Context: an optimization exercise on an open-source flow, tuned for small area. The choices shown serve that exercise and are no tape-out recipe. Function was checked by simulation only, so behaviour that the tests miss may differ from the original. No run shown here takes its clock network from TritonCTS; it comes from the design's own scripts or RTL. The flow treats the clock pin as an ideal source. Dropping or thinning the clock tree relies on that and would not hold on a real chip. Power and IR drop assume default switching activity.

## flow/standard.sh

```bash
#!/bin/bash
# synth_recipe.tcl (not shown) runs the flow's synth.tcl, then flattens the netlist and writes it again
# the make line also repeats each setting of config.mk as NAME=value (left out here)
make -C /OpenROAD-flow-scripts/flow DESIGN_CONFIG=/design/flow/config.mk WORK_HOME=/design/flow/orfs CLKGATE_MAP_FILE= SYNTH_SCRIPT=/design/flow/synth_recipe.tcl "${@:-finish}"
```

## flow/flow/run.sh

```bash
#!/bin/bash
# Standard ORFS layout (standard.sh), with four changes to how it is made:
#  - synthesis maps logic with an area-oriented ABC script (flow/abc_area.script,
#    used through ABC_AREA=1 from a copy of the ORFS scripts folder);
#  - no half/full-adder cells are extracted before ABC (ADDER_MAP_FILE empty);
#  - port buffers use the smallest buffer, sky130_fd_sc_hd__buf_1;
#  - the clock tree is two clkbuf_4, each at the centre of half the registers,
#    driven from the clock port (flow/cts_one_buffer.tcl).
# Registers, their names and cell types are those of the standard synthesis.
set -euo pipefail
W=$(pwd)
rm -rf "$W/scripts_own"
mkdir -p "$W/scripts_own"
cp -r "$FLOW_HOME/scripts/." "$W/scripts_own/"
cp "$W/flow/abc_area.script" "$W/scripts_own/abc_area.script"
export SCRIPTS_DIR="$W/scripts_own"
export ADDER_MAP_FILE=
# one clock buffer instead of TritonCTS (flow/cts_one_buffer.tcl)
sed -i 's|^log_cmd clock_tree_synthesis {\*}\$cts_args|source $::env(ONE_CLOCK_TCL)|' "$W/scripts_own/cts.tcl"
grep -q ONE_CLOCK_TCL "$W/scripts_own/cts.tcl"
export ONE_CLOCK_TCL="$W/flow/cts_one_buffer.tcl"
export ONE_CLOCK_BUFFER=sky130_fd_sc_hd__clkbuf_4
export ONE_CLOCK_GROUPS=2
export CTS_ARGS="-sink_clustering_enable -sink_clustering_size 30 -sink_clustering_max_diameter 500 -buf_list sky130_fd_sc_hd__clkbuf_4 -root_buf sky130_fd_sc_hd__clkbuf_4 -dont_use_dummy_load -repair_clock_nets"
export BUFFER_PORTS_ARGS="-buffer_cell sky130_fd_sc_hd__buf_1"
bash "$W/standard.sh" > "$W/standard_flow.log" 2>&1
```

## flow/flow/abc_area.script

```
strash
&get -n
&dc2
&dch -f
&nf -R 1000 -p -F 8 -A 4
&put
topo
stime -c
```

## flow/config.mk

```make
export PLATFORM = sky130hd
export DESIGN_NAME = matrix2
export DESIGN_NICKNAME = matrix2
export VERILOG_FILES = /design/flow/design.v
export SDC_FILE = /design/flow/constraint.sdc
export NUM_CORES = 4
export LEC_CHECK = 0
export ABC_AREA = 1
export CAP_MARGIN = 20
export CORE_MARGIN = 2
export CORE_UTILIZATION = 40
export CTS_BUF_LIST = sky130_fd_sc_hd__clkbuf_4
export CTS_CLUSTER_DIAMETER = 100
export CTS_CLUSTER_SIZE = 10
export SLEW_MARGIN = 20
```

## flow/flow/cts_one_buffer.tcl

```tcl
# Clock tree for a small design, used in place of clock_tree_synthesis
# (sourced from cts.tcl): the registers are split into ONE_CLOCK_GROUPS groups
# along the longer side of their spread, and each group gets one clock buffer
# (ONE_CLOCK_BUFFER) at its centre, driven straight from the clock port.
set block [ord::get_db_block]
set dbu [$block getDbUnitsPerMicron]
set clk_net [$block findNet clk]
set sinks {}
foreach it [$clk_net getITerms] {
  set box [[$it getInst] getBBox]
  set x [expr {([$box xMin] + [$box xMax]) / 2.0 / $dbu}]
  set y [expr {([$box yMin] + [$box yMax]) / 2.0 / $dbu}]
  lappend sinks [list $x $y [$it getInst] [[$it getMTerm] getName]]
}
set xs [lsort -real [lmap s $sinks {lindex $s 0}]]
set ys [lsort -real [lmap s $sinks {lindex $s 1}]]
set axis [expr {([lindex $xs end] - [lindex $xs 0]) >= ([lindex $ys end] - [lindex $ys 0]) ? 0 : 1}]
set sinks [lsort -real -index $axis $sinks]
set n [llength $sinks]
set groups $::env(ONE_CLOCK_GROUPS)
for {set g 0} {$g < $groups} {incr g} {
  set lo [expr {$g * $n / $groups}]
  set hi [expr {($g + 1) * $n / $groups - 1}]
  set part [lrange $sinks $lo $hi]
  set cx 0.0
  set cy 0.0
  set pins {}
  foreach s $part {
    set cx [expr {$cx + [lindex $s 0]}]
    set cy [expr {$cy + [lindex $s 1]}]
    lappend pins [get_pins "[[lindex $s 2] getName]/[lindex $s 3]"]
  }
  set cx [expr {$cx / [llength $part]}]
  set cy [expr {$cy / [llength $part]}]
  puts "Clock buffer $g for [llength $part] sinks at $cx $cy"
  insert_buffer -buffer_cell $::env(ONE_CLOCK_BUFFER) -net clk -load_pins $pins \
    -location [list $cx $cy] -buffer_name clkbuf_g$g -net_name clk_g$g
}
```

## flow/constraint.sdc

```tcl
create_clock -name core_clock -period 10.0 [get_ports {clk}]
set_input_delay 2.0000 -clock core_clock [delete_from_list [all_inputs] [get_ports {clk}]]
set_output_delay 2.0000 -clock core_clock [all_outputs]
set_load 0.01 [all_outputs]
```

## flow/design.v

```verilog
module matrix2 (clk,reset,segout,scanout);
input clk,reset;
output [7:0] segout;
output [2:0] scanout;
reg [2:0] a;
reg [2:0] s;
reg [6:0] u;
reg p;
reg [2:0] k;
reg [3:0] t;
wire [2:0] an, sn, kn2;
wire [6:0] un;
wire pn;
wire [3:0] tn2;
  wire c45, c46, c47, c49, c50, c51, c53,
    c54, c55, c56, c57, c58, c59, c60, c61,
    c62, c63, c65, c66, c67, c69, c70, c71,
    c73, c74, c75, c77, c78, c79, c81, c82,
    c83, c85, c86, c87, c89, c90, c91, c93,
    c94, c95, c97, c99, c100, c101, c103,
    c104, c105, c106, c107, c108, c109, c110,
    c111, c112, c113, c114, c115, c116, c117,
    c118, c119, c120, c121, c122, c123, c124,
    c125, c126, c128, c129, c130, c132, c133,
    c135, c136, c137, c139, c140, c142, c143,
    c144, c146, c147, c148, c149, c150;
  assign an[0] = reset & ~a[0];
  assign c45 = ~a[0] & ~a[1];
  assign c46 = a[0] & a[1];
  assign c47 = reset & ~c46;
  assign an[1] = ~c45 & c47;
  assign c49 = ~a[2] & ~c46;
  assign c50 = a[2] & c46;
  assign c51 = reset & ~c50;
  assign an[2] = ~c49 & c51;
  assign c53 = u[1] & u[2];
  assign c54 = u[6] & c53;
  assign c55 = u[3] & u[4];
  assign c56 = s[1] & u[0];
  assign c57 = c55 & c56;
  assign c58 = c54 & c57;
  assign c59 = c50 & c58;
  assign c60 = reset & ~c59;
  assign c61 = s[0] & c50;
  assign c62 = ~s[0] & ~c50;
  assign c63 = ~c61 & ~c62;
  assign sn[0] = c60 & c63;
  assign c65 = s[1] & c61;
  assign c66 = ~s[1] & ~c61;
  assign c67 = ~c65 & ~c66;
  assign sn[1] = c60 & c67;
  assign c69 = ~s[2] & ~c65;
  assign c70 = s[2] & c65;
  assign c71 = c60 & ~c70;
  assign sn[2] = ~c69 & c71;
  assign c73 = ~u[0] & ~c70;
  assign c74 = u[0] & c70;
  assign c75 = c60 & ~c74;
  assign un[0] = ~c73 & c75;
  assign c77 = ~u[1] & ~c74;
  assign c78 = u[1] & c74;
  assign c79 = c60 & ~c78;
  assign un[1] = ~c77 & c79;
  assign c81 = u[2] & c78;
  assign c82 = ~u[2] & ~c78;
  assign c83 = c60 & ~c82;
  assign un[2] = ~c81 & c83;
  assign c85 = ~u[3] & ~c81;
  assign c86 = u[3] & c81;
  assign c87 = c60 & ~c86;
  assign un[3] = ~c85 & c87;
  assign c89 = ~u[4] & ~c86;
  assign c90 = c55 & c81;
  assign c91 = c60 & ~c90;
  assign un[4] = ~c89 & c91;
  assign c93 = ~u[5] & ~c90;
  assign c94 = u[5] & c90;
  assign c95 = c60 & ~c94;
  assign un[5] = ~c93 & c95;
  assign c97 = ~u[6] & ~c94;
  assign un[6] = c60 & ~c97;
  assign c99 = ~p & c59;
  assign c100 = reset & c99;
  assign c101 = p & c60;
  assign pn = c100 | c101;
  assign c103 = k[0] & k[2];
  assign c104 = k[1] & ~t[2];
  assign c105 = t[3] & c104;
  assign c106 = ~c103 & c105;
  assign c107 = ~t[1] & ~c106;
  assign c108 = c100 & ~c107;
  assign c109 = ~k[1] & k[2];
  assign c110 = ~c104 & ~c109;
  assign c111 = ~k[0] & ~t[2];
  assign c112 = c110 & c111;
  assign c113 = ~t[0] & ~c112;
  assign c114 = k[0] & ~k[1];
  assign c115 = ~t[3] & ~c114;
  assign c116 = k[1] & k[2];
  assign c117 = t[3] & ~c116;
  assign c118 = t[2] & ~c117;
  assign c119 = t[0] & ~c118;
  assign c120 = ~c115 & ~c119;
  assign c121 = t[1] & ~c120;
  assign c122 = ~c113 & ~c121;
  assign c123 = c108 & c122;
  assign c124 = k[2] & c123;
  assign c125 = reset & ~c123;
  assign c126 = ~k[0] & c125;
  assign kn2[0] = ~c124 & ~c126;
  assign c128 = ~k[1] & c125;
  assign c129 = k[0] & ~c116;
  assign c130 = c123 & c129;
  assign kn2[1] = ~c128 & ~c130;
  assign c132 = ~c110 & c123;
  assign c133 = ~k[2] & c125;
  assign kn2[2] = ~c132 & ~c133;
  assign c135 = ~t[0] & ~c99;
  assign c136 = t[0] & c99;
  assign c137 = reset & ~c136;
  assign tn2[0] = ~c135 & c137;
  assign c139 = t[0] & c108;
  assign c140 = ~t[1] & c137;
  assign tn2[1] = ~c139 & ~c140;
  assign c142 = ~t[2] & c125;
  assign c143 = c139 & ~c142;
  assign c144 = ~c139 & c142;
  assign tn2[2] = ~c143 & ~c144;
  assign c146 = t[1] & t[2];
  assign c147 = c136 & c146;
  assign c148 = t[3] & c147;
  assign c149 = ~t[3] & ~c147;
  assign c150 = ~c148 & ~c149;
  assign tn2[3] = c125 & c150;
always @(posedge clk) begin
  a <= an;
  s <= sn;
  u <= un;
  p <= pn;
  k <= kn2;
  t <= tn2;
end
wire [7:0] seg;
  wire r19, r20, r21, r22, r23, r24, r25,
    r26, r27, r28, r29, r30, r31, r32, r33,
    r34, r35, r36, r37, r38, r39, r40, r41,
    r42, r43, r44, r45, r46, r47, r48, r49,
    r50, r51, r52, r53, r54, r55, r56, r57,
    r58, r59, r60, r61, r62, r64, r65, r66,
    r67, r68, r69, r70, r71, r72, r73, r74,
    r75, r76, r77, r78, r79, r80, r81, r82,
    r83, r84, r85, r86, r87, r88, r89, r90,
    r91, r92, r93, r94, r95, r96, r97, r98,
    r99, r100, r101, r102, r104, r105, r106,
    r107, r108, r109, r110, r111, r112, r113,
    r114, r115, r116, r117, r118, r119, r120,
    r121, r122, r123, r124, r125, r127, r128,
    r129, r130, r131, r132, r133, r134, r135,
    r136, r137, r138, r139, r140, r141, r142,
    r143, r144, r145, r147, r148, r149, r150,
    r151, r152, r153, r154, r155, r156, r157,
    r158, r159, r160, r161, r162, r163, r164,
    r165, r166, r167, r168, r169, r170, r171,
    r172, r174, r175, r176, r177, r178, r179,
    r180, r181, r182, r183, r185, r186, r187,
    r188, r189, r191, r192, r193;
  assign r19 = k[1] & k[0];
  assign r20 = k[2] & r19;
  assign r21 = t[2] & t[1];
  assign r22 = ~t[3] & ~r21;
  assign r23 = r20 & ~r22;
  assign r24 = ~t[1] & s[1];
  assign r25 = ~t[0] & s[0];
  assign r26 = t[1] & ~s[1];
  assign r27 = ~r24 & ~r26;
  assign r28 = r25 & r27;
  assign r29 = ~r24 & ~r28;
  assign r30 = s[2] & ~r29;
  assign r31 = ~s[2] & r29;
  assign r32 = t[2] & ~r31;
  assign r33 = ~r30 & r32;
  assign r34 = ~t[2] & ~s[2];
  assign r35 = t[1] & t[0];
  assign r36 = r34 & r35;
  assign r37 = ~r33 & ~r36;
  assign r38 = t[3] & ~r37;
  assign r39 = r23 & ~r38;
  assign r40 = ~k[1] & ~k[0];
  assign r41 = ~r19 & ~r40;
  assign r42 = k[2] & ~r41;
  assign r43 = k[1] & ~t[1];
  assign r44 = ~r40 & ~r43;
  assign r45 = ~t[2] & ~r35;
  assign r46 = ~r44 & r45;
  assign r47 = t[3] & ~r46;
  assign r48 = ~r42 & ~r47;
  assign r49 = ~r25 & ~r27;
  assign r50 = ~r28 & ~r49;
  assign r51 = ~k[1] & s[0];
  assign r52 = t[0] & ~s[0];
  assign r53 = ~r25 & ~r52;
  assign r54 = k[0] & ~r53;
  assign r55 = ~r51 & ~r54;
  assign r56 = t[3] & ~r55;
  assign r57 = r50 & r56;
  assign r58 = ~s[1] & ~s[0];
  assign r59 = ~k[1] & r58;
  assign r60 = s[2] & ~r59;
  assign r61 = ~r57 & r60;
  assign r62 = r48 & ~r61;
  assign seg[7] = r39 | r62;
  assign r64 = ~k[2] & k[0];
  assign r65 = t[3] & s[2];
  assign r66 = r64 & r65;
  assign r67 = s[2] & s[1];
  assign r68 = ~k[2] & k[1];
  assign r69 = r67 & r68;
  assign r70 = ~r66 & r69;
  assign r71 = s[0] & r70;
  assign r72 = r37 & ~r65;
  assign r73 = ~r50 & ~r72;
  assign r74 = k[2] & ~k[0];
  assign r75 = r73 & r74;
  assign r76 = r53 & r75;
  assign r77 = ~r71 & ~r76;
  assign r78 = ~r23 & ~r48;
  assign r79 = ~s[1] & ~r25;
  assign r80 = ~r35 & r79;
  assign r81 = ~t[3] & r34;
  assign r82 = r80 & r81;
  assign r83 = ~t[1] & ~t[0];
  assign r84 = r40 & r83;
  assign r85 = r82 & r84;
  assign r86 = ~r78 & ~r85;
  assign r87 = ~k[1] & ~r64;
  assign r88 = ~seg[7] & r87;
  assign r89 = r86 & ~r88;
  assign r90 = ~r50 & ~r53;
  assign r91 = ~k[1] & r64;
  assign r92 = ~r90 & r91;
  assign r93 = r33 & r92;
  assign r94 = t[1] & r34;
  assign r95 = s[1] & s[0];
  assign r96 = r94 & ~r95;
  assign r97 = ~k[2] & ~r19;
  assign r98 = t[0] & ~r97;
  assign r99 = r96 & ~r98;
  assign r100 = r20 & r99;
  assign r101 = ~r93 & ~r100;
  assign r102 = r89 & r101;
  assign seg[6] = r77 & r102;
  assign r104 = s[0] & ~r83;
  assign r105 = ~s[0] & r83;
  assign r106 = ~r104 & ~r105;
  assign r107 = t[3] & r106;
  assign r108 = r67 & ~r107;
  assign r109 = ~r89 & ~r108;
  assign r110 = ~r73 & ~r94;
  assign r111 = r92 & ~r110;
  assign r112 = ~t[3] & ~r51;
  assign r113 = t[3] & ~r68;
  assign r114 = ~r112 & ~r113;
  assign r115 = r108 & r114;
  assign r116 = ~r78 & ~r115;
  assign r117 = k[2] & k[0];
  assign r118 = r34 & r117;
  assign r119 = t[0] & ~r51;
  assign r120 = r118 & r119;
  assign r121 = r80 & r120;
  assign r122 = ~r70 & ~r121;
  assign r123 = r116 & r122;
  assign r124 = ~r75 & r123;
  assign r125 = ~r111 & r124;
  assign seg[5] = ~r109 & r125;
  assign r127 = ~s[1] & ~r106;
  assign r128 = r89 & ~r127;
  assign r129 = ~k[1] & r65;
  assign r130 = ~s[0] & r118;
  assign r131 = ~r129 & ~r130;
  assign r132 = ~r128 & ~r131;
  assign r133 = ~t[3] & r96;
  assign r134 = r37 & ~r133;
  assign r135 = r40 & ~r134;
  assign r136 = ~r97 & ~r117;
  assign r137 = k[2] & ~k[1];
  assign r138 = ~t[0] & ~r137;
  assign r139 = s[0] & ~r138;
  assign r140 = ~r136 & ~r139;
  assign r141 = r99 & ~r140;
  assign r142 = ~r82 & ~r141;
  assign r143 = ~r78 & r142;
  assign r144 = ~r135 & r143;
  assign r145 = r77 & r144;
  assign seg[4] = ~r132 & r145;
  assign r147 = r52 & r82;
  assign r148 = ~r68 & ~r137;
  assign r149 = ~r90 & ~r148;
  assign r150 = ~r37 & r149;
  assign r151 = ~r147 & ~r150;
  assign r152 = ~k[0] & r68;
  assign r153 = ~r35 & ~r83;
  assign r154 = ~s[2] & ~r153;
  assign r155 = r152 & ~r154;
  assign r156 = r50 & ~r137;
  assign r157 = ~r50 & ~r152;
  assign r158 = ~r156 & ~r157;
  assign r159 = ~r155 & r158;
  assign r160 = r97 & ~r159;
  assign r161 = k[1] & ~r160;
  assign r162 = ~r151 & r161;
  assign r163 = r25 & r136;
  assign r164 = ~r58 & r137;
  assign r165 = ~r155 & ~r164;
  assign r166 = ~r163 & r165;
  assign r167 = r96 & ~r166;
  assign r168 = ~r50 & r66;
  assign r169 = ~k[1] & r108;
  assign r170 = ~r168 & ~r169;
  assign r171 = r86 & r170;
  assign r172 = ~r167 & r171;
  assign seg[3] = ~r162 & r172;
  assign r174 = r40 & ~seg[7];
  assign r175 = r36 & r158;
  assign r176 = t[2] & ~r64;
  assign r177 = ~r50 & r176;
  assign r178 = ~r54 & ~r177;
  assign r179 = r150 & ~r178;
  assign r180 = r71 & ~r155;
  assign r181 = r116 & ~r180;
  assign r182 = ~r179 & r181;
  assign r183 = ~r175 & r182;
  assign seg[2] = ~r174 & r183;
  assign r185 = r33 & r159;
  assign r186 = ~r169 & r182;
  assign r187 = k[0] & ~r71;
  assign r188 = ~r78 & r187;
  assign r189 = ~r186 & ~r188;
  assign seg[1] = ~r185 & ~r189;
  assign r191 = r73 & r155;
  assign r192 = r70 & ~r155;
  assign r193 = r116 & ~r192;
  assign seg[0] = ~r191 & r193;
assign scanout = s;
assign segout = seg;
endmodule
```

==> reports/results.tsv, run 1 <==
metric	value	unit
WL final	3690	µm
Syn Std Cell Area	1380	µm²
multi-input logic area	928	µm²
drt drc	0	
most frequent cells in the layout	nand2_1 (31), nor2_1 (29), a21oi_1 (22)	
Critical R2R Launch	a[0]	
I/O pin count	13	
CP max stage delay	660	ps
hold buffers post-CTS	0	
first-pass GRT wire length	6060	µm
async set or reset register ratio after synthesis	0	%
Post-synth EDFFs	0	
worst hold path type	flop to flop	
post-CTS setup buffer count	0	
Syn-to-layout area delta	8.55	%
Post-Layout Cell Count	261	
final setup vio count	0	
CP most frequent cell	a21oi_1	
largest net degree at the start of global routing	18	
CP Class	flop to output port	
CP Cell Sequence	nor2b_1, maj3_1, o21ai_0, a21oi_1, nand2b_1, a21oi_1, or2_0, o41ai_1, a41o_1, a211oi_1, buf_1	
worst setup path end	segout[6]	
wire per inst	14.1	µm
global placer's final weighted congestion	0.911	
Synth Warn #	1	
IO buf count	12	
core area	3310	µm²
Final HPWL DP	2830	µm
die height	62.6	µm
Cells after DPL	259	
Worst path depth	11	
skew final	6.24	ps
Syn Nets	203	
Die Width	62.6	µm
internal reg-to-reg setup slack	7240	ps
Startpoint Class	flop	
GRT Total Usage	18.0	%
Worst R2R Path Depth	10	
row cnt	21	
final count of hold timing violations	0	
post-CTS sizing	0	
Initial Util	41.5	%
commonest non-fill, non-tap cell in the layout	nand2_1	
initial antenna violation count	0	
layout cells sized above 1	0.930	%
Ant. Diodes	0	
Clock Latency Late Sink	160	ps
Synth cell types	36	
vias in the first global route	1404	
number of DRC markers in iteration 0	119	
power per cell area	79.1	nW/µm²
Die Area	3920	µm²
Slowest cell on crit path	dfxtp_1	
required time worst endpoint	8000	ps
Antenna Nets Post-Route	0	
setup TNS	0	ps
sw power	0.0230	mW
FILL cells	375	
Storage cell area	420	µm²
via density per instance	6.03	
max-cap violation count	0	
CTS clock-pin slew for the worst setup and hold paths	110	ps
Static Leakage	0.551	nW
fmax	0.193	GHz
nets@finish	219	
final slew viol count	0	
DR pass1 iterations	6	
Syn Inst Count	201	
syn_area_per_cell	6.84	µm²
crit path capture type	output port	
fin crit period	5190	ps
sw frac	19.5	%
grt ovf	0	
Seq cells post-synth	21	
CP startpoint	s[0]	
outcome	finished clean	
via count	1574	
Buf/Inv on CP	1	
Max transition margin	39.8	%
CP Max Fanout	14	
sequential share of power	72.4	%
peak supply drop	0.0000589	V
Slew @ Worst Pin	880	ps
crit-path leading delay family	compound AO/OA/AOI/OAI gates	
Critical Path AT	3190	ps
Seq/Total Area, Yosys	30.6	%
RSZ-0062 raised after global routing	no	
internal power	0.0951	mW
Clk network pwr share	24.9	%
top_reg_cell synth	dfxtp_1	
part of the cycle the worst path needs	51.9	%
reg2reg end	t[2]	
combinational share of power	2.7	%
cell type report, without the clock buffers:
type / count / share of cell area, %
inverter: 7 / 1.76
multi-input combinational: 173 / 62.2
sequential: 21 / 28.2
tap: 46 / 3.86
timing repair buffer: 12 / 3.02
power by group through the flow:
| stage | combinational (mW) | clock, mW | sequential (mW) |
|---|---|---|---|
| final | 0.00315 | 0.0294 | 0.0855 |
| after global routing | 0.00376 | 0.0345 | 0.0857 |
| after CTS | 0.00318 | 0.0223 | 0.0874 |
| after detailed placement | 0.00318 | 0 | 0.0874 |
| after global placement | 0.00312 | 0 | 0.0873 |
| after floorplan | 0.00218 | 0 | 0.0872 |
tightest hold or removal path, stage by stage, from the launching register on:
cell and delay, ps:
dfxtp_1 330, clkinv_1 40, o21ai_0 70
state kept, by name, summed over array words and instances, names as in the netlist:
register and flops:
u 7, a 3, t 4, k 3
p 1, s 3
metal layers:
layer / global-route usage (%) / vias to the layer above / routed length [µm] / share of wire, %
met5: 0 / - / 0 / 0
met4: 6.67 / 0 / 127 / 3.4
met3: 1.62 / 25 / 295 / 8.0
met2: 31.9 / 86 / 1760 / 48
met1: 22.6 / 699 / 1500 / 41
li1: - / 764 / - / -
per-stage QoR:
stage	worst slack (ps)	power (mW)	instance area (µm²)	hold slack [ps]	utilization [%]
final	4810	0.118	1490	487	45.1
after global routing	4630	0.124	1490	516	45.1
after CTS	5070	0.113	1490	460	45.1
after detailed placement	5080	0.0906	1480	459	44.6
after global placement	5090	0.0904	1480	454	44.6
after floorplan	5600	0.0894	1380	436	-
kinds of logic after synthesis:
logic type | share of synthesized area (%)
xor+xnor | 5.10
buf+inv | 1.91
flops | 30.6
fa+ha+maj | 0.728
simple gates | 33.6
compound gates | 28.1
cell usage after synthesis, types with 5 or more instances:
cell	n	area [µm²]
nand2_1	31	116
nor2_1	29	109
a21oi_1	22	110
dfxtp_1	21	420
o21ai_0	16	80.1
nand3_1	9	45.0
nor3_1	8	40.0
clkinv_1	7	26.3
a31oi_1	5	31.3
nand4_1	5	31.3
o21a_1	5	37.5
xor2_1	5	43.8
how the worst min path moves through the flow:
stage,cells past startpoint,slack [ps],end,startpoint
finish,2,490,p,p
global route,2,520,p,p
CTS,2,460,p,p
detailed placement,2,460,p,p
global placement,2,450,p,p
floorplan,2,440,u[6],u[6]
==> inputs of run 2 (changes only) <==
==> flow/flow/abc_area.script (replaced) <==
strash
dc2
dch -f
amap
topo
stime -c
==> run 2 against run 1 <==
Compared with the run above: clock skew fell by 2.7 ps; hold slack lost 55 ps; critical path depth is 1 higher; still clean; maximum frequency down 2.7%; sequential share of layout area increased by 0.071 points; via count is 1.0% lower; largest cell class unchanged; cell area down 0.25%; wire length increased by 12%; utilization down 0.11 points.
==> reports/results.tsv, run 2 <==
metric	value	unit
grt ovf	0	
crit path capture type	output port	
Syn-to-layout area delta	8.58	%
Final HPWL DP	3200	µm
Synth cell types	32	
final setup vio count	0	
fin util	45.0	%
RSZ-0062 raised after global routing	no	
WHS	432	ps
Biggest register	u	
Seq cells post-synth	21	
Post-synth EDFFs	0	
Post-DP Area	1470	µm²
final instance area	1490	µm²
hold buffers post-CTS	0	
row cnt	21	
most frequent cells in the layout	nor2_1 (56), clkinv_1 (26), dfxtp_1 (21)	
largest registers	u x7, t x4	
fin crit period	5330	ps
DR pass1 iterations	5	
WL final	4130	µm
final worst slack	4670	ps
Max transition margin	61.6	%
Yosys top cell area share	30.7	%
Seq/Total Area, Yosys	30.7	%
initial antenna violation count	0	
CP Max Fanout	11	
setup TNS	0	ps
outcome	finished clean	
required time worst endpoint	8000	ps
CTS clock-pin slew for the worst setup and hold paths	100	ps
commonest non-fill, non-tap cell in the layout	nor2_1	
final count of hold timing violations	0	
part of the cycle the worst path needs	53.3	%
Die Area	3910	µm²
GRT Total Usage	21.7	%
Syn Inst Count	211	
Synth Warn #	1	
crit-path leading delay family	compound AO/OA/AOI/OAI gates	
layout cells sized above 1	0.889	%
fmax	0.187	GHz
Antenna Nets Post-Route	0	
Ant. Diodes	0	
Buf/Inv on CP	4	
I/O pin count	13	
vias in the first global route	1471	
post-synth top area cell	dfxtp_1	
CP Cell Sequence	clkinv_1, nor2_1, nand2_1, o21ai_0, a21oi_1, a21oi_1, clkinv_1, o21ai_0, clkinv_1, o21a_1, a2111oi_0, buf_1	
global placer's final weighted congestion	0.995	
die height	62.6	µm
via count	1558	
Slew @ Worst Pin	576	ps
most frequent cells after synthesis	nor2_1 (56), clkinv_1 (26), dfxtp_1 (21)	
peak supply drop	0.0000608	V
power per cell area	79.1	nW/µm²
syn_area_per_cell	6.50	µm²
Startpoint Class	flop	
Slowest cell on crit path	dfxtp_1	
Die Width	62.6	µm
Syn Nets	213	
Syn Std Cell Area	1370	µm²
Static Leakage	0.479	nW
via density per instance	5.75	
post-CTS sizing	0	
CP most frequent cell	clkinv_1	
most numerous cell in the Yosys netlist	nor2_1	
post-CTS setup buffer count	0	
number of flip-flops in the largest register	7	
top_reg_cell synth	dfxtp_1	
wire per inst	15.2	µm
async set or reset register ratio after synthesis	0	%
worst hold path type	flop to flop	
drt drc	0	
skew final	3.59	ps
Initial Util	41.4	%
Clock Latency Late Sink	160	ps
Place WS	4950	ps
CP max stage delay	410	ps
nets@finish	229	
first-pass GRT wire length	7130	µm
final slew viol count	0	
Critical Path AT	3330	ps
max-cap violation count	0	
CP Class	flop to output port	
number of DRC markers in iteration 0	163	
largest net degree at the start of global routing	13	
core area	3310	µm²
top cells by area, synth	dfxtp_1 (31%), nor2_1 (15%), clkinv_1 (7.1%), o21ai_0 (6.6%), a211oi_1 (4.9%)	
IO buf count	12	
[run 2: cell types whose count changed in the layout (fill, tap and decap cells not counted), moves of 5 or more]
cell / before / now
a211oi_1: 3 / 9
nand2_1: 31 / 15
nand3_1: 9 / 4
a21oi_1: 22 / 9
clkinv_1: 7 / 26
xor2_1: 5 / 0
nor2_1: 29 / 56
[run 2: where the power goes]
| part | switching, mW | internal, mW |
|---|---|---|
| clock network | 0.0198 | 0.00960 |
| registers | 0.000453 | 0.0845 |
| logic | 0.00248 | 0.000975 |
[run 2: layer usage]
metal	wire [µm]	track usage (%)	vias to the layer above	share of wire, %
met1	1710	27.7	665	41
met3	308	1.80	21	7.5
met5	0	0	-	0
li1	-	-	787	-
met2	1890	37.8	85	46
met4	233	8.33	0	5.6
[run 2: cell type report, without the clock buffers]
type | instances | area (µm²)
inverters | 26 | 97.6
fillers | 374 | 1820
flip-flops and latches | 21 | 420
multi-input cells | 164 | 853
repair buffers | 12 | 45.0
well taps | 46 | 57.6
[run 2: cells by family after synthesis]
group,count (synthesis),synth area share [%]
buffers and inverters,26,7.12
DFF,21,30.7
and+or+nand+nor,102,32.3
AOI/OAI and AO/OA,62,29.9
[run 2: path summary, 6_finish.rpt]
check | from | depth (start not counted) | slack, ps | endpoint
worst max-delay path | s[0] | 12 | 4670 | segout[5]
worst max register to register | k[1] | 9 | 7610 | t[2]
worst min register to register | a[0] | 1 | 430 | a[0]
worst min-delay path | a[0] | 1 | 430 | a[0]
[run 2: stage by stage]
| step | total power [mW] | std cells |
|---|---|---|
| floorplan | 0.0894 | 211 |
| global placement | 0.0904 | 269 |
| detailed placement | 0.0903 | 269 |
| CTS | 0.113 | 271 |
| global route | 0.123 | 271 |
| finish | 0.118 | 271 |
==> inputs of run 3 (changes only) <==
==> flow/design.v (replaced) <==
module matrix2 (clk,reset,segout,scanout);
input clk,reset;
output [7:0] segout;
output [2:0] scanout;
reg [2:0] a;
reg [2:0] s;
reg [6:0] u;
reg p;
reg [2:0] k;
reg [3:0] t;
wire [2:0] an, sn, kn2;
wire [6:0] un;
wire pn;
wire [3:0] tn2;
  wire c45, c46, c47, c49, c50, c51, c53,
    c54, c55, c56, c57, c58, c59, c60, c61,
    c62, c63, c65, c66, c67, c69, c70, c71,
    c73, c74, c75, c77, c78, c79, c81, c82,
    c83, c85, c86, c87, c89, c90, c91, c93,
    c94, c95, c97, c99, c100, c101, c103,
    c104, c105, c106, c107, c108, c109, c110,
    c111, c112, c113, c114, c115, c116, c117,
    c118, c119, c120, c121, c122, c123, c124,
    c125, c126, c128, c129, c130, c132, c133,
    c135, c136, c137, c139, c140, c142, c143,
    c144, c146, c147, c148, c149, c150;
  assign an[0] = reset & ~a[0];
  assign c45 = ~a[0] & ~a[1];
  assign c46 = a[0] & a[1];
  assign c47 = reset & ~c46;
  assign an[1] = ~c45 & c47;
  assign c49 = ~a[2] & ~c46;
  assign c50 = a[2] & c46;
  assign c51 = reset & ~c50;
  assign an[2] = ~c49 & c51;
  assign c53 = u[1] & u[2];
  assign c54 = u[6] & c53;
  assign c55 = u[3] & u[4];
  assign c56 = s[1] & u[0];
  assign c57 = c55 & c56;
  assign c58 = c54 & c57;
  assign c59 = c50 & c58;
  assign c60 = reset & ~c59;
  assign c61 = s[0] & c50;
  assign c62 = ~s[0] & ~c50;
  assign c63 = ~c61 & ~c62;
  assign sn[0] = c60 & c63;
  assign c65 = s[1] & c61;
  assign c66 = ~s[1] & ~c61;
  assign c67 = ~c65 & ~c66;
  assign sn[1] = c60 & c67;
  assign c69 = ~s[2] & ~c65;
  assign c70 = s[2] & c65;
  assign c71 = c60 & ~c70;
  assign sn[2] = ~c69 & c71;
  assign c73 = ~u[0] & ~c70;
  assign c74 = u[0] & c70;
  assign c75 = c60 & ~c74;
  assign un[0] = ~c73 & c75;
  assign c77 = ~u[1] & ~c74;
  assign c78 = u[1] & c74;
  assign c79 = c60 & ~c78;
  assign un[1] = ~c77 & c79;
  assign c81 = u[2] & c78;
  assign c82 = ~u[2] & ~c78;
  assign c83 = c60 & ~c82;
  assign un[2] = ~c81 & c83;
  assign c85 = ~u[3] & ~c81;
  assign c86 = u[3] & c81;
  assign c87 = c60 & ~c86;
  assign un[3] = ~c85 & c87;
  assign c89 = ~u[4] & ~c86;
  assign c90 = c55 & c81;
  assign c91 = c60 & ~c90;
  assign un[4] = ~c89 & c91;
  assign c93 = ~u[5] & ~c90;
  assign c94 = u[5] & c90;
  assign c95 = c60 & ~c94;
  assign un[5] = ~c93 & c95;
  assign c97 = ~u[6] & ~c94;
  assign un[6] = c60 & ~c97;
  assign c99 = ~p & c59;
  assign c100 = reset & c99;
  assign c101 = p & c60;
  assign pn = c100 | c101;
  assign c103 = k[0] & k[2];
  assign c104 = k[1] & ~t[2];
  assign c105 = t[3] & c104;
  assign c106 = ~c103 & c105;
  assign c107 = ~t[1] & ~c106;
  assign c108 = c100 & ~c107;
  assign c109 = ~k[1] & k[2];
  assign c110 = ~c104 & ~c109;
  assign c111 = ~k[0] & ~t[2];
  assign c112 = c110 & c111;
  assign c113 = ~t[0] & ~c112;
  assign c114 = k[0] & ~k[1];
  assign c115 = ~t[3] & ~c114;
  assign c116 = k[1] & k[2];
  assign c117 = t[3] & ~c116;
  assign c118 = t[2] & ~c117;
  assign c119 = t[0] & ~c118;
  assign c120 = ~c115 & ~c119;
  assign c121 = t[1] & ~c120;
  assign c122 = ~c113 & ~c121;
  assign c123 = c108 & c122;
  assign c124 = k[2] & c123;
  assign c125 = reset & ~c123;
  assign c126 = ~k[0] & c125;
  assign kn2[0] = ~c124 & ~c126;
  assign c128 = ~k[1] & c125;
  assign c129 = k[0] & ~c116;
  assign c130 = c123 & c129;
  assign kn2[1] = ~c128 & ~c130;
  assign c132 = ~c110 & c123;
  assign c133 = ~k[2] & c125;
  assign kn2[2] = ~c132 & ~c133;
  assign c135 = ~t[0] & ~c99;
  assign c136 = t[0] & c99;
  assign c137 = reset & ~c136;
  assign tn2[0] = ~c135 & c137;
  assign c139 = t[0] & c108;
  assign c140 = ~t[1] & c137;
  assign tn2[1] = ~c139 & ~c140;
  assign c142 = ~t[2] & c125;
  assign c143 = c139 & ~c142;
  assign c144 = ~c139 & c142;
  assign tn2[2] = ~c143 & ~c144;
  assign c146 = t[1] & t[2];
  assign c147 = c136 & c146;
  assign c148 = t[3] & c147;
  assign c149 = ~t[3] & ~c147;
  assign c150 = ~c148 & ~c149;
  assign tn2[3] = c125 & c150;
always @(posedge clk) begin
  a <= an;
  s <= sn;
  u <= un;
  p <= pn;
  k <= kn2;
  t <= tn2;
end
wire [7:0] seg;
  wire r20, r62, r30, r31, r32, r33, r34, r35, r36, r37, r38, r39, r40, r41, r42, r43, r44, r45, r46, r47, r48, r49, r50, r51, r52, r53, r54, r55, r56, r57, r58, r59, r64, r66, r67, r68, r69, r70, r71, r72, r73, r74, r75, r76, r77, r78, r79, r80, r81, r82, r83, r84, r85, r86, r87, r88, r89, r90, r93, r94, r95, r96, r19, r97, r98, r100, r101, r102, r103, r104, r105, r106, r107, r108, r109, r110, r111, r112, r113, r114, r116, r117, r118, r119, r120, r121, r122, r123, r124, r125, r127, r128, r129, r131, r132, r133, r134, r135, r136, r137, r138, r139, r140, r141, r21, r142, r143, r144, r146, r147, r149, r150, r151, r152, r153, r154, r155, r156, r157, r158, r159, r160, r161, r162, r164, r165, r166, r167, r168, r169, r170, r171, r172, r173, r174, r175, r176, r177, r178, r180, r181, r183, r184, r185, r187, r188, r189;
  assign r20 = k[1] & k[0];
  assign r62 = k[2] & r20;
  assign r30 = ~s[1] & ~s[0];
  assign r31 = ~t[1] & s[1];
  assign r32 = t[1] & ~s[1];
  assign r33 = ~r31 & ~r32;
  assign r34 = ~t[0] & s[0];
  assign r35 = r33 & r34;
  assign r36 = ~r33 & ~r34;
  assign r37 = ~r35 & ~r36;
  assign r38 = s[0] & r37;
  assign r39 = ~r30 & ~r38;
  assign r40 = t[0] & ~s[0];
  assign r41 = ~r34 & ~r40;
  assign r42 = k[0] & t[3];
  assign r43 = ~r41 & r42;
  assign r44 = ~t[3] & s[0];
  assign r45 = ~k[1] & ~r44;
  assign r46 = ~r43 & ~r45;
  assign r47 = ~r39 & ~r46;
  assign r48 = s[2] & ~r47;
  assign r49 = ~r62 & ~r48;
  assign r50 = ~r31 & ~r35;
  assign r51 = s[2] & ~r50;
  assign r52 = ~s[2] & r50;
  assign r53 = t[2] & ~r52;
  assign r54 = ~r51 & r53;
  assign r55 = ~t[2] & ~s[2];
  assign r56 = t[1] & r55;
  assign r57 = t[0] & r56;
  assign r58 = ~r54 & ~r57;
  assign r59 = t[3] & ~r58;
  assign r64 = ~r59 & r62;
  assign seg[7] = r49 | r64;
  assign r66 = s[2] & s[1];
  assign r67 = ~k[2] & k[1];
  assign r68 = r66 & r67;
  assign r69 = ~r42 & r68;
  assign r70 = s[0] & r69;
  assign r71 = ~t[1] & ~t[0];
  assign r72 = ~s[0] & ~r71;
  assign r73 = s[0] & r71;
  assign r74 = ~r72 & ~r73;
  assign r75 = ~r39 & ~r74;
  assign r76 = t[3] & s[2];
  assign r77 = ~r75 & r76;
  assign r78 = r58 & ~r77;
  assign r79 = ~r37 & ~r78;
  assign r80 = ~k[0] & r79;
  assign r81 = k[0] & ~r44;
  assign r82 = ~s[1] & r55;
  assign r83 = t[0] & r82;
  assign r84 = r81 & r83;
  assign r85 = ~r79 & r84;
  assign r86 = ~r80 & ~r85;
  assign r87 = k[2] & ~r86;
  assign r88 = ~r33 & r41;
  assign r89 = r87 & r88;
  assign r90 = ~r70 & ~r89;
  assign r93 = r71 & r62;
  assign r94 = t[3] & ~r93;
  assign r95 = r82 & ~r94;
  assign r96 = ~r34 & r95;
  assign r19 = ~k[1] & ~k[0];
  assign r97 = r19 & r71;
  assign r98 = r96 & r97;
  assign r100 = ~k[2] & k[0];
  assign r101 = ~k[1] & ~r100;
  assign r102 = ~seg[7] & r101;
  assign r103 = ~r98 & ~r102;
  assign r104 = s[1] & s[0];
  assign r105 = r56 & ~r104;
  assign r106 = ~t[0] & r105;
  assign r107 = r62 & r106;
  assign r108 = k[0] & r37;
  assign r109 = ~r88 & ~r108;
  assign r110 = ~k[1] & r100;
  assign r111 = ~r109 & r110;
  assign r112 = r54 & r111;
  assign r113 = ~r107 & ~r112;
  assign r114 = r103 & r113;
  assign seg[6] = r90 & r114;
  assign r116 = ~k[1] & r66;
  assign r117 = t[3] & ~r74;
  assign r118 = r116 & ~r117;
  assign r119 = ~r103 & ~r118;
  assign r120 = ~r56 & ~r79;
  assign r121 = r111 & ~r120;
  assign r122 = t[3] & r41;
  assign r123 = r68 & r122;
  assign r124 = r44 & r116;
  assign r125 = ~r123 & ~r124;
  assign r127 = ~r69 & r125;
  assign r128 = ~r121 & r127;
  assign r129 = ~r87 & r128;
  assign seg[5] = ~r119 & r129;
  assign r131 = ~r58 & ~r109;
  assign r132 = ~k[2] & r131;
  assign r133 = ~r57 & ~r71;
  assign r134 = ~r41 & r133;
  assign r135 = r95 & r134;
  assign r136 = ~r132 & ~r135;
  assign r137 = ~r20 & ~r136;
  assign r138 = ~r78 & ~r137;
  assign r139 = r96 & ~r138;
  assign r140 = r19 & ~r78;
  assign r141 = k[2] & ~r81;
  assign r21 = ~r19 & ~r20;
  assign r142 = ~t[3] & ~r21;
  assign r143 = ~r141 & ~r142;
  assign r144 = r106 & ~r143;
  assign r146 = ~r140 & ~r144;
  assign r147 = ~r139 & r146;
  assign seg[4] = r90 & r147;
  assign r149 = ~k[0] & r67;
  assign r150 = ~s[2] & ~r133;
  assign r151 = r149 & ~r150;
  assign r152 = k[1] & ~r151;
  assign r153 = ~r136 & r152;
  assign r154 = k[2] & ~k[1];
  assign r155 = ~r30 & r154;
  assign r156 = ~r151 & ~r155;
  assign r157 = r105 & ~r156;
  assign r158 = ~r37 & r100;
  assign r159 = r76 & r158;
  assign r160 = ~r118 & ~r159;
  assign r161 = ~r157 & r160;
  assign r162 = ~r98 & r161;
  assign seg[3] = ~r153 & r162;
  assign r164 = r19 & ~seg[7];
  assign r165 = r37 & ~r154;
  assign r166 = ~r37 & ~r149;
  assign r167 = ~r165 & ~r166;
  assign r168 = r57 & r167;
  assign r169 = t[2] & ~r33;
  assign r170 = ~r40 & ~r169;
  assign r171 = ~r67 & ~r154;
  assign r172 = ~r170 & ~r171;
  assign r173 = ~r158 & r172;
  assign r174 = r131 & r173;
  assign r175 = k[0] & r70;
  assign r176 = r125 & ~r175;
  assign r177 = ~r174 & r176;
  assign r178 = ~r168 & r177;
  assign seg[2] = ~r164 & r178;
  assign r180 = ~r118 & r177;
  assign r181 = k[0] & ~r70;
  assign r183 = ~r180 & ~r181;
  assign r184 = ~r151 & r167;
  assign r185 = r54 & r184;
  assign seg[1] = ~r183 & ~r185;
  assign r187 = r79 & r151;
  assign r188 = r69 & ~r151;
  assign r189 = r125 & ~r188;
  assign seg[0] = ~r187 & r189;
assign scanout = s;
assign segout = seg;
endmodule
==> flow/flow/abc_area.script (replaced) <==
strash
&get -n
&dc2
&dch -f
&nf -R 1000 -p -F 8 -A 4
&put
topo
stime -c
==> run 3 against run 2 <==
Compared with the run above: cell area is 4.2% lower; sequential power is 0.7% higher; setup slack better by 85 ps; maximum frequency is 1.6% higher; wire length is 15% lower; clock power is 7.8% higher; still clean; critical path type unchanged; largest cell class unchanged; hold slack better by 58 ps; total power is 2.3% higher; global-route usage is 2.2 points lower.
==> reports/results.tsv, run 3 <==
metric	value	unit
GRT Total Usage	19.4	%
internal reg-to-reg setup slack	7680	ps
max-cap violation count	0	
peak supply drop	0.0000508	V
skew final	9.82	ps
Initial Util	42.6	%
row cnt	20	
most frequent cells after synthesis	nand2_1 (26), nor2_1 (23), a21oi_1 (21), dfxtp_1 (21)	
first-pass GRT wire length	5640	µm
final slew viol count	0	
Antenna Nets Post-Route	0	
initial antenna violation count	0	
number of DRC markers in iteration 0	114	
Worst R2R Path Depth	10	
largest registers	u x7, t x4	
grt ovf	0	
outcome	finished clean	
routing usage on met1	29.2	%
Endpoint, Worst Hold	p	
WL final	3500	µm
Slew @ Worst Pin	535	ps
worst hold path type	flop to flop	
hold path start	p	
Syn Inst Count	185	
RSZ-0062 raised after global routing	no	
I/O pin count	13	
die height	61.3	µm
IO buf count	12	
Synth Warn #	1	
via density per instance	6.13	
required time worst endpoint	8000	ps
syn_area_per_cell	7.09	µm²
Clk network pwr share	26.3	%
combinational share of power	2.7	%
post-CTS sizing	0	
Final HPWL DP	2560	µm
sequential share of power	71.0	%
Yosys top cell area share	32.1	%
global placer's final weighted congestion	0.943	
top cells by area, synth	dfxtp_1 (32%), a21oi_1 (8.0%), nand2_1 (7.4%), nor2_1 (6.6%), nor3_1 (4.2%)	
CP Max Fanout	12	
most frequent cells in the layout	nand2_1 (26), nor2_1 (23), a21oi_1 (21), dfxtp_1 (21), buf_1 (12)	
layout cells sized above 1	1.01	%
busiest grt layer	met2	
Syn Std Cell Area	1310	µm²
met3 Resource Use GR	1.47	%
final setup vio count	0	
via count	1489	
async set or reset register ratio after synthesis	0	%
internal power	0.0951	mW
reg2reg end	t[2]	
wire per inst	14.4	µm
fmax	0.190	GHz
top_reg_cell synth	dfxtp_1	
GR Util met2	29.6	%
DR pass1 iterations	10	
fin crit period	5250	ps
setup TNS	0	ps
CTS clock-pin slew for the worst setup and hold paths	120	ps
nets@finish	203	
power per cell area	84.5	nW/µm²
Startpoint Class	flop	
final instance area	1430	µm²
CP Class	flop to output port	
Syn-to-layout area delta	8.78	%
final count of hold timing violations	0	
most numerous cell in the Yosys netlist	nand2_1	
part of the cycle the worst path needs	52.5	%
commonest non-fill, non-tap cell in the layout	nand2_1	
Die Area	3750	µm²
Ant. Diodes	0	
number of flip-flops in the largest register	7	
largest net degree at the start of global routing	16	
core area	3080	µm²
Clock Latency Late Sink	170	ps
Seq/Total Area, Yosys	32.1	%
vias in the first global route	1234	
Post-synth EDFFs	0	
hold buffers post-CTS	0	
Synth cell types	34	
drt drc	0	
Critical R2R Launch	a[0]	
Critical Path AT	3250	ps
Biggest register	u	
crit path capture type	output port	
Static Leakage	0.504	nW
post-synth top area cell	dfxtp_1	
Die Width	61.3	µm
Post-DP Area	1410	µm²
Syn Nets	187	
post-CTS setup buffer count	0	
hold path depth	2	
Max transition margin	64.2	%
sw power	0.0254	mW
sw frac	21.1	%
Seq cells post-synth	21	
-- run 3: area by class of cell, without the clock buffers --
class	count	area [µm²]
multi-input combinational	156	861
inverter	8	30.0
fill	333	1650
tap	44	55.1
sequential	21	420
timing repair buffer	12	45.0
-- run 3: power by group through the flow --
stage          Clock [mW]  Combinational, mW  Sequential, mW
2_1_floorplan           0            0.00221          0.0872
3_3_place_gp            0            0.00321          0.0874
3_5_place_dp            0            0.00328          0.0874
4_1_cts            0.0223            0.00328          0.0874
5_1_grt            0.0381            0.00378          0.0857
6_report           0.0317            0.00327          0.0855
-- run 3: kinds of logic after synthesis --
kind of cell             Yosys count  synth area share [%]
XOR/XNOR                           6                  4.01
flip-flops                        21                  32.1
buffers and inverters              8                  2.29
multiplexers                       1                 0.763
AND/OR/NAND/NOR                   86                  30.0
AO/OA/AOI/OAI                     62                  30.2
adder cells (fa/ha/maj)            1                 0.763
-- run 3: critical path, stage by stage (launching register included) --
cell and delay (ps):
dfxtp_1 600, nor2b_1 360, xor2_1 490, mux2i_1 190, nand2_1 100, a31o_1 190, nand2_1 120, o211ai_1 240
o21ai_0 140, a2111oi_0 440, buf_1 200
-- run 3: worst max-delay path by stage --
stage          from   endpoint  slack [ps]  cells past startpoint
2_1_floorplan  t[0]  segout[4]        5320                     11
3_3_place_gp   t[0]  segout[4]        5240                     12
3_5_place_dp   s[0]  segout[4]        5090                     10
4_1_cts        s[0]  segout[4]        5080                     10
5_1_grt        s[0]  segout[4]        4560                     10
6_report       s[0]  segout[4]        4750                     10
-- run 3: stage by stage --
stage          utilization (%)  hold slack (ps)  total power [mW]  std cells  setup WS [ps]
2_1_floorplan                -              436            0.0894        185           5320
3_3_place_gp              45.9              459            0.0906        241           5240
3_5_place_dp              45.9              462            0.0907        241           5090
4_1_cts                   46.3              466             0.113        243           5080
5_1_grt                   46.3              539             0.128        243           4560
6_report                  46.3              490             0.120        243           4750
-- run 3: layer usage --
metal / vias to the layer above / wire length (µm)
met5: - / 0
met4: 0 / 140
met3: 25 / 324
met2: 104 / 1500
met1: 651 / 1530
li1: 709 / -
==> inputs of run 4 (changes only) <==
--- a/flow/design.v
+++ b/flow/design.v
@@ -14,14 +14,3 @@
 wire [3:0] tn2;
-  wire c45, c46, c47, c49, c50, c51, c53,
-    c54, c55, c56, c57, c58, c59, c60, c61,
-    c62, c63, c65, c66, c67, c69, c70, c71,
-    c73, c74, c75, c77, c78, c79, c81, c82,
-    c83, c85, c86, c87, c89, c90, c91, c93,
-    c94, c95, c97, c99, c100, c101, c103,
-    c104, c105, c106, c107, c108, c109, c110,
-    c111, c112, c113, c114, c115, c116, c117,
-    c118, c119, c120, c121, c122, c123, c124,
-    c125, c126, c128, c129, c130, c132, c133,
-    c135, c136, c137, c139, c140, c142, c143,
-    c144, c146, c147, c148, c149, c150;
+  wire c45, c46, c47, c49, c50, c51, c53, c54, c55, c56, c57, c58, c59, c60, c61, c62, c63, c65, c66, c67, c69, c70, c71, c73, c74, c75, c77, c78, c79, c81, c82, c83, c85, c86, c87, c89, c90, c91, c93, c94, c95, c97, c99, c100, c101, c103, c104, c105, c106, c107, c108, c109, c110, c112, c113, c114, c115, c119, c120, c121, c122, c123, c124, c125, c126, c128, c116, c129, c130, c132, c133, c135, c136, c137, c139, c140, c142, c143, c144, c149;
   assign an[0] = reset & ~a[0];
@@ -93,4 +82,3 @@
   assign c110 = ~c104 & ~c109;
-  assign c111 = ~k[0] & ~t[2];
-  assign c112 = c110 & c111;
+  assign c112 = c110 & ~k[0];
   assign c113 = ~t[0] & ~c112;
@@ -98,6 +86,3 @@
   assign c115 = ~t[3] & ~c114;
-  assign c116 = k[1] & k[2];
-  assign c117 = t[3] & ~c116;
-  assign c118 = t[2] & ~c117;
-  assign c119 = t[0] & ~c118;
+  assign c119 = t[0] & ~t[2];
   assign c120 = ~c115 & ~c119;
@@ -111,2 +96,3 @@
   assign c128 = ~k[1] & c125;
+  assign c116 = k[1] & k[2];
   assign c129 = k[0] & ~c116;
@@ -128,8 +114,4 @@
   assign tn2[2] = ~c143 & ~c144;
-  assign c146 = t[1] & t[2];
-  assign c147 = c136 & c146;
-  assign c148 = t[3] & c147;
-  assign c149 = ~t[3] & ~c147;
-  assign c150 = ~c148 & ~c149;
-  assign tn2[3] = c125 & c150;
+  assign c149 = ~t[3] & ~c143;
+  assign tn2[3] = c125 & ~c149;
 always @(posedge clk) begin
==> flow/flow/abc_area.script (replaced) <==
strash
dc2
dch -f
amap
topo
stime -c
==> run 4 against run 3 <==
Compared with the run above: still clean on timing, DRC and antenna; sequential power decreased by 0.7%; first-iteration DRC count decreased by 3.5%; hold slack got worse by 51 ps; flip-flop and latch count unchanged; critical path type unchanged.
==> reports/results.tsv, run 4 <==
metric	value	unit
async set or reset register ratio after synthesis	0	%
syn_area_per_cell	6.42	µm²
Syn Std Cell Area	1300	µm²
RSZ-0062 raised after global routing	no	
CP Class	flop to output port	
outcome	finished clean	
layout cells sized above 1	0.926	%
initial antenna violation count	0	
sequential share of power	72.7	%
Antenna Nets Post-Route	0	
Startpoint Class	flop	
busiest grt layer	met2	
drt drc	0	
met3 Resource Use GR	1.71	%
commonest non-fill, non-tap cell in the layout	nor2_1	
Syn-to-layout area delta	8.88	%
fin crit period	5300	ps
CP most frequent cell	clkinv_1	
post-CTS sizing	0	
first-pass GRT wire length	6500	µm
most frequent cells after synthesis	nor2_1 (56), clkinv_1 (24), dfxtp_1 (21)	
nets@finish	220	
Clk network pwr share	24.3	%
Seq cells post-synth	21	
Final HPWL DP	3220	µm
grt ovf	0	
Biggest register	u	
Critical Path AT	3300	ps
row cnt	20	
via density per instance	5.73	
GR Util met2	42.2	%
Yosys top cell area share	32.4	%
sw power	0.0218	mW
FILL cells	341	
part of the cycle the worst path needs	53.0	%
crit path capture type	output port	
hold buffers post-CTS	0	
CP Max Fanout	7	
CP max stage delay	460	ps
die height	60.9	µm
DR pass1 iterations	4	
routing usage on met1	26.2	%
Initial Util	42.1	%
worst hold path type	flop to flop	
Post-synth EDFFs	0	
vias in the first global route	1414	
setup TNS	0	ps
most numerous cell in the Yosys netlist	nor2_1	
final worst slack	4700	ps
number of DRC markers in iteration 0	110	
internal power	0.0950	mW
top_reg_cell synth	dfxtp_1	
wire per inst	15.4	µm
combinational share of power	3.0	%
Static Leakage	0.457	nW
global placer's final weighted congestion	0.999	
via count	1491	
final slew viol count	0	
IO buf count	12	
post-synth top area cell	dfxtp_1	
power per cell area	82.8	nW/µm²
Die Width	60.9	µm
number of flip-flops in the largest register	7	
GRT Total Usage	23.0	%
I/O pin count	13	
Syn Nets	204	
CP Cell Sequence	clkinv_1, o22ai_1, nor2_1, a21oi_1, a22oi_1, o21bai_1, a31oi_1, clkinv_1, a31oi_1, clkinv_1, a2111oi_0, buf_1	
final count of hold timing violations	0	
Die Area	3710	µm²
top cells by area, synth	dfxtp_1 (32%), nor2_1 (16%), clkinv_1 (6.9%), a21oi_1 (5.4%), o21ai_0 (5.4%)	
largest net degree at the start of global routing	12	
largest registers	u x7, t x4	
core area	3080	µm²
Syn Inst Count	202	
post-CTS setup buffer count	0	
Max transition margin	61.0	%
CTS clock-pin slew for the worst setup and hold paths	100	ps
Synth Warn #	1	
Synth cell types	28	
sw frac	18.7	%
WL final	3990	µm
final setup vio count	0	
fmax	0.189	GHz
Seq/Total Area, Yosys	32.4	%
Place WS	4960	ps
Slowest cell on crit path	dfxtp_1	
max-cap violation count	0	
Clock Latency Late Sink	160	ps
required time worst endpoint	8000	ps
Ant. Diodes	0	
most frequent cells in the layout	nor2_1 (56), clkinv_1 (24), dfxtp_1 (21)	
Slew @ Worst Pin	584	ps
skew final	3.45	ps
peak supply drop	0.0000656	V
run 4: stage by stage:
step           total power, mW  util (%)  instance area, µm²  hold WS (ps)  instances
6_report                 0.117      45.9                1410           439        260
2_1_floorplan           0.0893         -                1300           395        202
5_1_grt                  0.122      45.9                1410           478        260
3_3_place_gp            0.0902      45.4                1400           405        258
3_5_place_dp            0.0904      45.4                1400           420        258
4_1_cts                  0.113      45.9                1410           420        260
run 4: power groups by stage:
stage               sequential [mW]  combinational (mW)  clock (mW)
detailed placement           0.0869             0.00350           0
global route                 0.0851             0.00405      0.0329
finish                       0.0849             0.00347      0.0284
global placement             0.0868             0.00339           0
floorplan                    0.0868             0.00251           0
CTS                          0.0869             0.00350      0.0223
run 4: logic make-up after synthesis:
logic type,count (synthesis),share of synthesized area (%)
compound gates,56,27.2
flops,21,32.4
simple gates,101,33.4
buf+inv,24,6.95
run 4: per-layer routing:
metal | wire, µm | share of wire (%)
met1 | 1530 | 38
met2 | 1990 | 50
met3 | 223 | 5.6
met4 | 250 | 6.3
met5 | 0 | 0
run 4: final timing paths:
check	start	to	slack, ps	cells after the start
min	a[0]	a[0]	440	1
min reg2reg	a[0]	a[0]	440	1
max reg2reg	a[0]	t[2]	7520	13
max	s[1]	segout[6]	4700	12
run 4: final cells by class, without the clock buffers:
| type | count | area [µm²] | share of cell area (%) |
|---|---|---|---|
| tap | 44 | 55.1 | 3.90 |
| sequential | 21 | 420 | 29.8 |
| multi-input combinational | 157 | 786 | 55.7 |
| timing repair buffer | 12 | 45.0 | 3.19 |
| inverter | 24 | 90.1 | 6.38 |
run 4: critical path: cells and delay by family (launching register included):
family,cells,cell delay (ps)
buf+inv,4,640
flops,1,460
compound gates,7,1970
simple gates,1,70
==> inputs of run 5 (changes only) <==
--- a/flow/design.v
+++ b/flow/design.v
@@ -125,3 +125,3 @@
 wire [7:0] seg;
-  wire r20, r62, r30, r31, r32, r33, r34, r35, r36, r37, r38, r39, r40, r41, r42, r43, r44, r45, r46, r47, r48, r49, r50, r51, r52, r53, r54, r55, r56, r57, r58, r59, r64, r66, r67, r68, r69, r70, r71, r72, r73, r74, r75, r76, r77, r78, r79, r80, r81, r82, r83, r84, r85, r86, r87, r88, r89, r90, r93, r94, r95, r96, r19, r97, r98, r100, r101, r102, r103, r104, r105, r106, r107, r108, r109, r110, r111, r112, r113, r114, r116, r117, r118, r119, r120, r121, r122, r123, r124, r125, r127, r128, r129, r131, r132, r133, r134, r135, r136, r137, r138, r139, r140, r141, r21, r142, r143, r144, r146, r147, r149, r150, r151, r152, r153, r154, r155, r156, r157, r158, r159, r160, r161, r162, r164, r165, r166, r167, r168, r169, r170, r171, r172, r173, r174, r175, r176, r177, r178, r180, r181, r183, r184, r185, r187, r188, r189;
+  wire r20, r62, r30, r31, r32, r33, r34, r35, r36, r37, r38, r39, r40, r41, r42, r43, r44, r45, r46, r47, r48, r49, r50, r51, r52, r53, r54, r55, r56, r57, r58, r59, r64, r66, r67, r68, r69, r70, r71, r72, r73, r74, r75, r76, r77, r78, r79, r80, r81, r82, r83, r84, r85, r86, r87, r88, r89, r90, r93, r94, r95, r96, r19, r97, r98, r100, r101, r102, r103, r104, r105, r106, r107, r108, r109, r110, r111, r112, r113, r114, r116, r117, r118, r119, r120, r121, r122, r123, r124, r125, r127, r128, r129, r131, r132, r133, r134, r135, r136, r137, r138, r139, r140, r141, r21, r142, r143, r144, r146, r147, r149, r150, r151, r152, r153, r154, r155, r156, r157, r158, r159, r160, r161, r162, r164, r165, r166, r167, r168, r169, r170, r171, r172, r173, r174, r175, r176, r177, r178, r180, r181, r183, r184, r185, r187, dc507;
   assign r20 = k[1] & k[0];
@@ -278,5 +278,4 @@
   assign r187 = r79 & r151;
-  assign r188 = r69 & ~r151;
-  assign r189 = r125 & ~r188;
-  assign seg[0] = ~r187 & r189;
+  assign dc507 = ~r127 & ~r149;
+  assign seg[0] = ~r187 & ~dc507;
 assign scanout = s;
==> flow/flow/abc_area.script (replaced) <==
strash
dch -f
amap -m
topo
stime -c
==> run 5 against run 4 <==
Compared with the run above: largest power group unchanged; sequential share of layout area grew 0.13 points; global-route usage down 1.3 points; critical path type unchanged; synthesized cell count down 2.5%; critical path depth is 1 higher; synthesized area is 0.48% lower; cell count down 1.9%; largest cell class unchanged.
==> reports/results.tsv, run 5 <==
metric	value	unit
Max transition margin	62.9	%
part of the cycle the worst path needs	54.2	%
IO buf count	12	
fmax	0.185	GHz
Critical R2R Launch	k[2]	
Syn Inst Count	197	
async set or reset register ratio after synthesis	0	%
Final HPWL DP	3060	µm
top cells by area, synth	dfxtp_1 (33%), nor2_1 (16%), clkinv_1 (6.7%), o21ai_0 (6.2%), a21oi_1 (4.7%)	
top_reg_cell synth	dfxtp_1	
post-CTS setup buffer count	0	
GRT Total Usage	21.8	%
WL final	3660	µm
syn_area_per_cell	6.55	µm²
skew final	2.19	ps
sw frac	18.4	%
internal power	0.0950	mW
RSZ-0062 raised after global routing	no	
number of flip-flops in the largest register	7	
hold buffers post-CTS	0	
worst hold path type	flop to flop	
Buf/Inv on CP	4	
Die Area	3700	µm²
Post-synth EDFFs	0	
crit path capture type	output port	
FILL cells	360	
peak supply drop	0.000108	V
via count	1462	
CP most frequent cell	clkinv_1	
I/O pin count	13	
largest registers	u x7, t x4	
via density per instance	5.73	
Syn Nets	199	
Worst R2R Path Depth	13	
CP Max Fanout	7	
Syn Std Cell Area	1290	µm²
Clk network pwr share	24.1	%
drt drc	0	
DR pass1 iterations	5	
Slowest cell on crit path	dfxtp_1	
fin util	46.0	%
nets@finish	215	
CTS clock-pin slew for the worst setup and hold paths	100	ps
Startpoint Class	flop	
vias in the first global route	1375	
commonest non-fill, non-tap cell in the layout	nor2_1	
Critical Path AT	3420	ps
Endpoint, Worst Hold	a[0]	
final slew viol count	0	
final setup vio count	0	
most frequent cells after synthesis	nor2_1 (56), clkinv_1 (23), dfxtp_1 (21)	
global placer's final weighted congestion	0.921	
hold path depth	1	
final count of hold timing violations	0	
Yosys top cell area share	32.6	%
CP max stage delay	440	ps
sequential share of power	72.9	%
Slew @ Worst Pin	556	ps
required time worst endpoint	8000	ps
most frequent cells in the layout	nor2_1 (56), clkinv_1 (23), dfxtp_1 (21)	
Static Leakage	0.451	nW
largest net degree at the start of global routing	12	
fin crit period	5420	ps
post-synth top area cell	dfxtp_1	
sw power	0.0215	mW
Die Width	60.8	µm
first-pass GRT wire length	6150	µm
combinational share of power	2.9	%
layout cells sized above 1	0.948	%
wire per inst	14.4	µm
Antenna Nets Post-Route	0	
reg2reg end	t[3]	
Seq/Total Area, Yosys	32.6	%
Initial Util	42.3	%
initial antenna violation count	0	
grt ovf	0	
setup TNS	0	ps
Syn-to-layout area delta	8.92	%
power per cell area	82.9	nW/µm²
die height	60.8	µm
hold path start	a[0]	
row cnt	20	
Biggest register	u	
internal reg-to-reg setup slack	7560	ps
CP Class	flop to output port	
Clock Latency Late Sink	160	ps
max-cap violation count	0	
CP Cell Sequence	clkinv_1, o22ai_1, clkinv_1, o21ai_0, clkinv_1, o22ai_1, nor2_1, o31ai_1, nand2_1, o221ai_1, o21ai_0, a2111oi_0, buf_1	
post-CTS sizing	0	
Ant. Diodes	0	
crit-path leading delay family	compound AO/OA/AOI/OAI gates	
Synth cell types	29	
number of DRC markers in iteration 0	54	
Synth Warn #	1	
most numerous cell in the Yosys netlist	nor2_1	
Seq cells post-synth	21	
core area	3050	µm²
outcome	finished clean	
-- run 5: logic make-up (layout without fill, tap and decap cells) --
group                  Yosys count  count (layout)  synth area share [%]
buffers and inverters           23              37                  6.69
DFF                             21              21                  32.6
AOI/OAI and AO/OA               57              57                  28.6
and+or+nand+nor                 96              96                  32.1
-- run 5: final cells by class, without the clock buffers --
type	count	area, µm²	share of cell area, %
Multi-Input combinational cell	153	783	55.7
Sequential cell	21	420	29.9
Inverter	23	86.3	6.14
Tap cell	44	55.1	3.92
Timing Repair Buffer	12	45.0	3.21
-- run 5: worst max-delay path by stage --
stage | endpoint | cells past startpoint | startpoint
2_1_floorplan | segout[6] | 12 | s[1]
3_3_place_gp | segout[1] | 15 | s[0]
3_5_place_dp | segout[6] | 13 | s[1]
4_1_cts | segout[6] | 13 | s[1]
5_1_grt | segout[6] | 13 | s[1]
6_report | segout[6] | 13 | s[1]
-- run 5: worst reg2reg max path: stages, from the launching register on --
cell and delay, ps:
dfxtp_1 490, clkinv_1 210, nor2_1 210, clkinv_1 150, o21ai_0 130, nor2_1 60, o21ai_0 250, clkinv_1 150
nor2_1 240, clkinv_1 130, nor2_1 130, nor2_1 70, nor2_1 80, nor2_1 40
-- run 5: power by group through the flow --
stage | clock (mW) | sequential [mW] | combinational [mW]
floorplan | 0 | 0.0868 | 0.00253
global placement | 0 | 0.0869 | 0.00333
detailed placement | 0 | 0.0869 | 0.00347
CTS | 0.0223 | 0.0869 | 0.00347
global route | 0.0321 | 0.0851 | 0.00403
finish | 0.0281 | 0.0850 | 0.00341
-- run 5: stage by stage --
step	hold WS [ps]	instances	worst slack, ps	instance area (µm²)	total power, mW
detailed placement	417	253	4840	1390	0.0904
global placement	405	253	4850	1390	0.0902
CTS	415	255	4850	1410	0.113
finish	433	255	4580	1410	0.117
floorplan	395	197	5050	1290	0.0893
global route	469	255	4220	1410	0.121
-- run 5: metal layers --
layer | up-vias | routed length (µm) | global-route usage (%) | share of wire [%]
li1 | 723 | - | - | -
met1 | 657 | 1440 | 24.9 | 39
met2 | 57 | 1780 | 40.4 | 49
met3 | 25 | 178 | 1.07 | 4.9
met4 | 0 | 267 | 11.5 | 7.3
met5 | - | 0 | 0 | 0

==> afterwards: timing with drivers on the ports <==
The results above use ideal ports. As a check the final layouts listed here were re-extracted and re-timed, cells and wires unchanged. Step 1, drivers: a clkbuf_16 drives clk and a buf_2 each remaining input, both assumed. Step 2, shift: input delay + t, output delay - t, t = (earliest + latest rising clock arrival at the registers) / 2. This alone moves slack from input paths to output paths. Slacks: no drivers / after step 1 / after step 2; pairs: no drivers / after step 1.
| run | t, ns | setup slack, ns | cell pins on the clock port's net |
|---|---|---|---|
| run 1 | 0.189 | 4.812 / 4.785 / 4.974 | 2 |
| run 2 | 0.190 | 4.666 / 4.637 / 4.827 | 2 |
| run 3 | 0.200 | 4.750 / 4.719 / 4.919 | 2 |
| run 4 | 0.185 | 4.700 / 4.673 / 4.858 | 2 |
| run 5 | 0.184 | 4.583 / 4.556 / 4.741 | 2 |
After both steps setup and hold are still met in every run listed.
